This design comes from an exercise in tuning for small area, a short achievable clock period and few clock cycles on the open sky130 flow, not from production work. Function was checked by simulation only, so behaviour that the tests miss may differ from the original. The clock port is modelled as an ideal driver, which makes a skipped or thinned clock tree look cheaper than it is; a real chip needs a root buffer or a tree. Power is estimated from default activity; no workload was simulated.

Setup of JK:
==> flow/design.v <==
module ULA (
    input clk,
    input reset,
    input [3:0] seletor,
    output saida,
    output [18:0] rom_addr,
    input [7:0] rom_data,
    output reg [18:0] ram_wraddr,
    output reg [7:0] ram_data,
    output reg ram_wren,
    output reg done
);
    assign saida = 1'b0;
    reg [3:0] mode;
    reg start;
    always @(posedge clk) mode <= seletor;
    always @(posedge clk or negedge reset) begin
        if (!reset) start <= 1'b1;
        else start <= (seletor != mode);
    end
    reg is_avg, is_dec, is_rep, f4;
    always @(posedge clk) begin
        f4     <= seletor[3];
        is_avg <= ~seletor[2] & seletor[1] & seletor[0];
        is_dec <= ~seletor[2] & ~seletor[1] & seletor[0];
        is_rep <= ~seletor[2] & ~seletor[0];
    end
    wire valid = ~mode[2] | (mode == 4'b0100);
    reg [1:0] c0, c1;
    reg [7:0] col;
    reg [6:0] r;
    reg run, bub;
    wire [1:0] lim0 = is_rep ? {f4, 1'b1} : 2'd0;
    wire [1:0] lim2 = is_rep ? {f4, 1'b1} : 2'd0;
    wire e0 = is_avg ? (r[0] & (~f4 | r[1])) : (c0 == 2'd0);
    wire e2 = (c1 == 2'd0);
    wire ex = (col == (is_dec ? (f4 ? 8'd156 : 8'd158) : 8'd159));
    wire ey = (r == (is_dec ? (f4 ? 7'd116 : 7'd118) : 7'd119));
    wire last = e0 & ex & e2 & ey;
    wire blk_end = is_avg & e0 & col[0] & (~f4 | col[1]);
    wire hold = blk_end & ~bub;
    wire [2:0] step = is_dec ? {f4, ~f4, 1'b0} : 3'd1;
    wire [7:0] col_p = col + step;
    wire [6:0] r_p = r + step;
    wire [6:0] r_top = {r[6:2], r[1] & ~f4, 1'b0};
    always @(posedge clk) begin
        if (start) begin
            c0 <= lim0; c1 <= lim2; col <= 0; r <= 0; bub <= 1'b0;
        end else if (hold) begin
            bub <= 1'b1;
        end else begin
            bub <= 1'b0;
            if (!e0) begin
                c0 <= c0 - 1'b1;
                if (is_avg) r <= r_p;
            end else begin
                c0 <= lim0;
                if (!ex) begin
                    col <= col_p;
                    if (is_avg) r <= r_top;
                end else begin
                    col <= 0;
                    if (!e2) c1 <= c1 - 1'b1;
                    else begin
                        c1 <= lim2;
                        r <= r_p;
                    end
                end
            end
        end
    end
    reg [9:0] rh;
    reg [4:0] rl;
    assign rom_addr = {4'b0, rh, rl};
    always @(posedge clk) begin
        rh <= {r, 2'b00} + r + col[7:5];
        rl <= col[4:0];
    end
    reg v0, q0, v1, q1, v2, q2;
    always @(posedge clk) begin
        if (start) run <= valid;
        else if (last & ~hold) run <= 1'b0;
        v0 <= run & ~start & (is_avg ? bub : 1'b1);
        q0 <= run & ~start & ~bub;
        v1 <= v0 & ~start;
        q1 <= q0 & ~start;
        v2 <= v1 & ~start;
        q2 <= q1 & ~start;
    end
    always @(posedge clk or negedge reset) begin
        if (!reset) begin
            ram_wren <= 1'b0; done <= 1'b0;
        end else begin
            ram_wren <= v2 & ~start;
            done <= ~start & valid & ~run & ~v0 & ~v1 & ~v2;
        end
    end
    reg [7:0] rd;
    reg [3:0] ext;
    reg k1, k2, w;
    wire [3:0] b0 = w ? 4'd0 : ram_data[3:0];
    wire [3:0] b1 = w ? 4'd0 : ram_data[7:4];
    wire [4:0] s0 = b0 + rd[3:0];
    wire [4:0] s1 = b1 + rd[7:4] + k1;
    wire [4:0] t1 = ram_data[7:4] + k1;
    wire [3:0] t2 = ext + k2 + t1[4];
    always @(posedge clk) begin
        rd <= rom_data;
        w <= v2;
        if (start) ram_wraddr <= {19{1'b1}};
        else ram_wraddr <= ram_wraddr + v2;
        if (v2 | ~q2) begin
            ext <= 4'd0; k1 <= 1'b0; k2 <= 1'b0;
        end else begin
            ext <= ext + k2; k1 <= s0[4]; k2 <= s1[4];
        end
        if (!is_avg) ram_data <= rd;
        else if (v2) ram_data <= f4 ? {t2, t1[3:0]} : {t2[1:0], t1[3:0], ram_data[3:2]};
        else if (!q2) ram_data <= 8'd0;
        else ram_data <= {s1[3:0], s0[3:0]};
    end
endmodule
export LEC_CHECK = 0
export ABC_AREA = 1
export CAP_MARGIN = 20
export CORE_MARGIN = 2
export CORE_UTILIZATION = 40
export PLACE_DENSITY = 0.6
export SETUP_SLACK_MARGIN = 4.3
export SLEW_MARGIN = 20
create_clock -name core_clock -period 6.0 [get_ports {clk}]
standard.sh (not shown) runs the stock make flow with config.mk's settings and CLKGATE_MAP_FILE= SYNTH_SCRIPT=/design/flow/synth_recipe.tcl, a recipe that flattens the netlist after the stock synthesis.
==> flow/flow/run.sh <==
#!/bin/bash
# Layout flow: the standard ORFS flow with three changes:
#  - synthesis maps adders through ABC like the rest of the logic instead of
#    extracting full/half adder cells first (ADDER_MAP_FILE empty);
#  - plain buf_2 cells as the port buffers instead of the delay buffers
#    buffer_ports picks by default;
#  - the clock tree is four clkbuf_16 cells driven by the clock port, each
#    driving the flip-flops nearest to it (flow/cts_hook.tcl replaces
#    TritonCTS's two-level H-tree).
set -euo pipefail
here=$(cd "$(dirname "$0")" && pwd)
CLKBUF_N=4 bash standard.sh \
  "ADDER_MAP_FILE=" \
  "BUFFER_PORTS_ARGS=-buffer_cell sky130_fd_sc_hd__buf_2" \
  "PRE_CTS_TCL=$here/cts_hook.tcl" \
  finish > orfs_make.log 2>&1
==> flow/flow/cts_hook.tcl <==
# Clock buffering in place of TritonCTS's H-tree: the clock port drives
# CLKBUF_N clkbuf_16 cells (1, 2 or 4), each placed at the centre of the
# flip-flops it drives; the flip-flops are split between them by position.
proc clock_tree_synthesis { args } {
  set nbuf 1
  if { [info exists ::env(CLKBUF_N)] } { set nbuf $::env(CLKBUF_N) }
  set block [ord::get_db_block]
  set clk_net [$block findNet clk]
  set master [[ord::get_db] findMaster sky130_fd_sc_hd__clkbuf_16]
  set sinks {}
  foreach it [$clk_net getITerms] {
    set loc [[$it getInst] getLocation]
    lappend sinks [list $it [lindex $loc 0] [lindex $loc 1]]
  }
  # split into groups: by x, then each half by y
  set groups [list $sinks]
  set axis 1
  while { [llength $groups] < $nbuf } {
    set ng {}
    foreach g $groups {
      set s [lsort -integer -index $axis $g]
      set h [expr {[llength $s] / 2}]
      lappend ng [lrange $s 0 [expr {$h - 1}]] [lrange $s $h end]
    }
    set groups $ng
    set axis [expr {3 - $axis}]
  }
  set i 0
  foreach g $groups {
    set buf [odb::dbInst_create $block $master clkbuf_root_$i]
    set net [odb::dbNet_create $block clknet_root_$i]
    $net setSigType CLOCK
    set sx 0; set sy 0
    foreach s $g {
      set it [lindex $s 0]
      $it disconnect
      $it connect $net
      set sx [expr {$sx + [lindex $s 1]}]; set sy [expr {$sy + [lindex $s 2]}]
    }
    [$buf findITerm A] connect $clk_net
    [$buf findITerm X] connect $net
    set n [llength $g]
    $buf setLocation [expr {$sx / $n}] [expr {$sy / $n}]
    $buf setPlacementStatus PLACED
    puts "clock buffer clkbuf_root_$i drives $n sinks"
    incr i
  }
  $clk_net setSigType CLOCK
}
Testbench counts of JK, summed over its fixed seeds: cycles 2,512,959.
Modified inputs, MS compared to JK
Settings: SETUP_SLACK_MARGIN changed from 4.3 to 4.2.
==> notes.md <==
| cell-internal power | JK vs MS | ≈ equal |
The filler-free cell count of the finished design of JK and that of MS are within noise of each other.
On setup slack, JK tracks MS almost exactly.
Met2 layer usage reported by global route, JK and MS: larger value in JK
Re register bit total from synthesis: no difference whatsoever between JK and MS.
~same clock skew in JK and MS
For shortest period the worst path allows, JK and MS come out practically identical.
When the final numbers for JK and MS were put side by side, the met3 wire length turned out to be smaller in MS.
Taking JK as the reference, in MS number of fill cells in the layout went up; final cycle utilization of the critical path has remained practically unchanged; worst hold slack went up.
What AL does differently from MS at the input level:
Settings: SETUP_SLACK_MARGIN changed from 4.2 to 4.1.
==> notes.md <==
- As far as worst-path maximum fanout goes, AL and MS are indistinguishable; the numbers are identical.
- Changes observed in AL relative to MS: synthesized instance count now sits at about the same level; part of the total power dissipated in combinational logic fell 0.5 points; maximum ir drop on the vdd rail decreased about 16%; worst setup slack essentially unchanged.
## Diff of input files: TR against AL
Settings: ABC_AREA: 1 -> unset; SETUP_SLACK_MARGIN: 4.1 -> 4.0.
[summary]
Final core utilization: TR vs AL down 0.74 points. The critical path's largest stage delay in TR sits 0.07 ns above the value recorded for AL. Between TR and AL, the floorplan die area figures differ only marginally. Lower met3 layer usage reported by global route was reported by AL, not TR. TR ends up with higher area of the multi-input gates than AL does. Compared with AL, routability-driven placement congestion ratio in TR increased by a few percent. Shortest period the worst path allows: TR > AL. Re routed wire length: TR is about 2.7% down on AL.
--- input diff TR..PW ---
Settings: ABC_AREA: unset -> 1.
## What came out
Comparing PW with TR, the starting density of the core came out essentially unchanged.
Against TR, the final cell area of PW is lower.
Diff TR and PW: placement-stage worst setup slack higher in PW
PW: final period utilization is 0.71 points lower than what TR reported.
PW and TR ended up with roughly the same post-synthesis instance area.
PW -> TR: die boundary width flat
No run of this note takes its clock network from TritonCTS; it comes from the design's own scripts or RTL.

what the ideal ports hide:
How much do the figures lean on ideal ports? The routed layouts below were timed once more, with nothing changed but the port constraints. Step 1, drivers: a clkbuf_16 drives clk and a buf_2 each remaining input, both assumed. Step 2, shift: input delay + t, output delay - t, t = (earliest + latest rising clock arrival at the registers) / 2. This alone moves slack from input paths to output paths. Three values: ideal, step 1, step 2; two values: the first two.
run | t, ns | setup WS [ns] | clock arrival spread, ns | worst data-port slew with drivers (ns)
JK | 0.235 | 4.117 / 4.038 / 4.273 | 0.011 / 0.012 | 0.04
MS | 0.235 | 4.114 / 4.034 / 4.270 | 0.012 / 0.011 | 0.05
AL | 0.235 | 4.116 / 4.037 / 4.235 | 0.012 / 0.012 | 0.04
TR | 0.239 | 4.000 / 3.915 / 4.076 | 0.008 / 0.009 | 0.04
PW | 0.235 | 4.042 / 3.963 / 4.169 | 0.012 / 0.012 | 0.04
After both steps setup and hold are still met in every run listed.
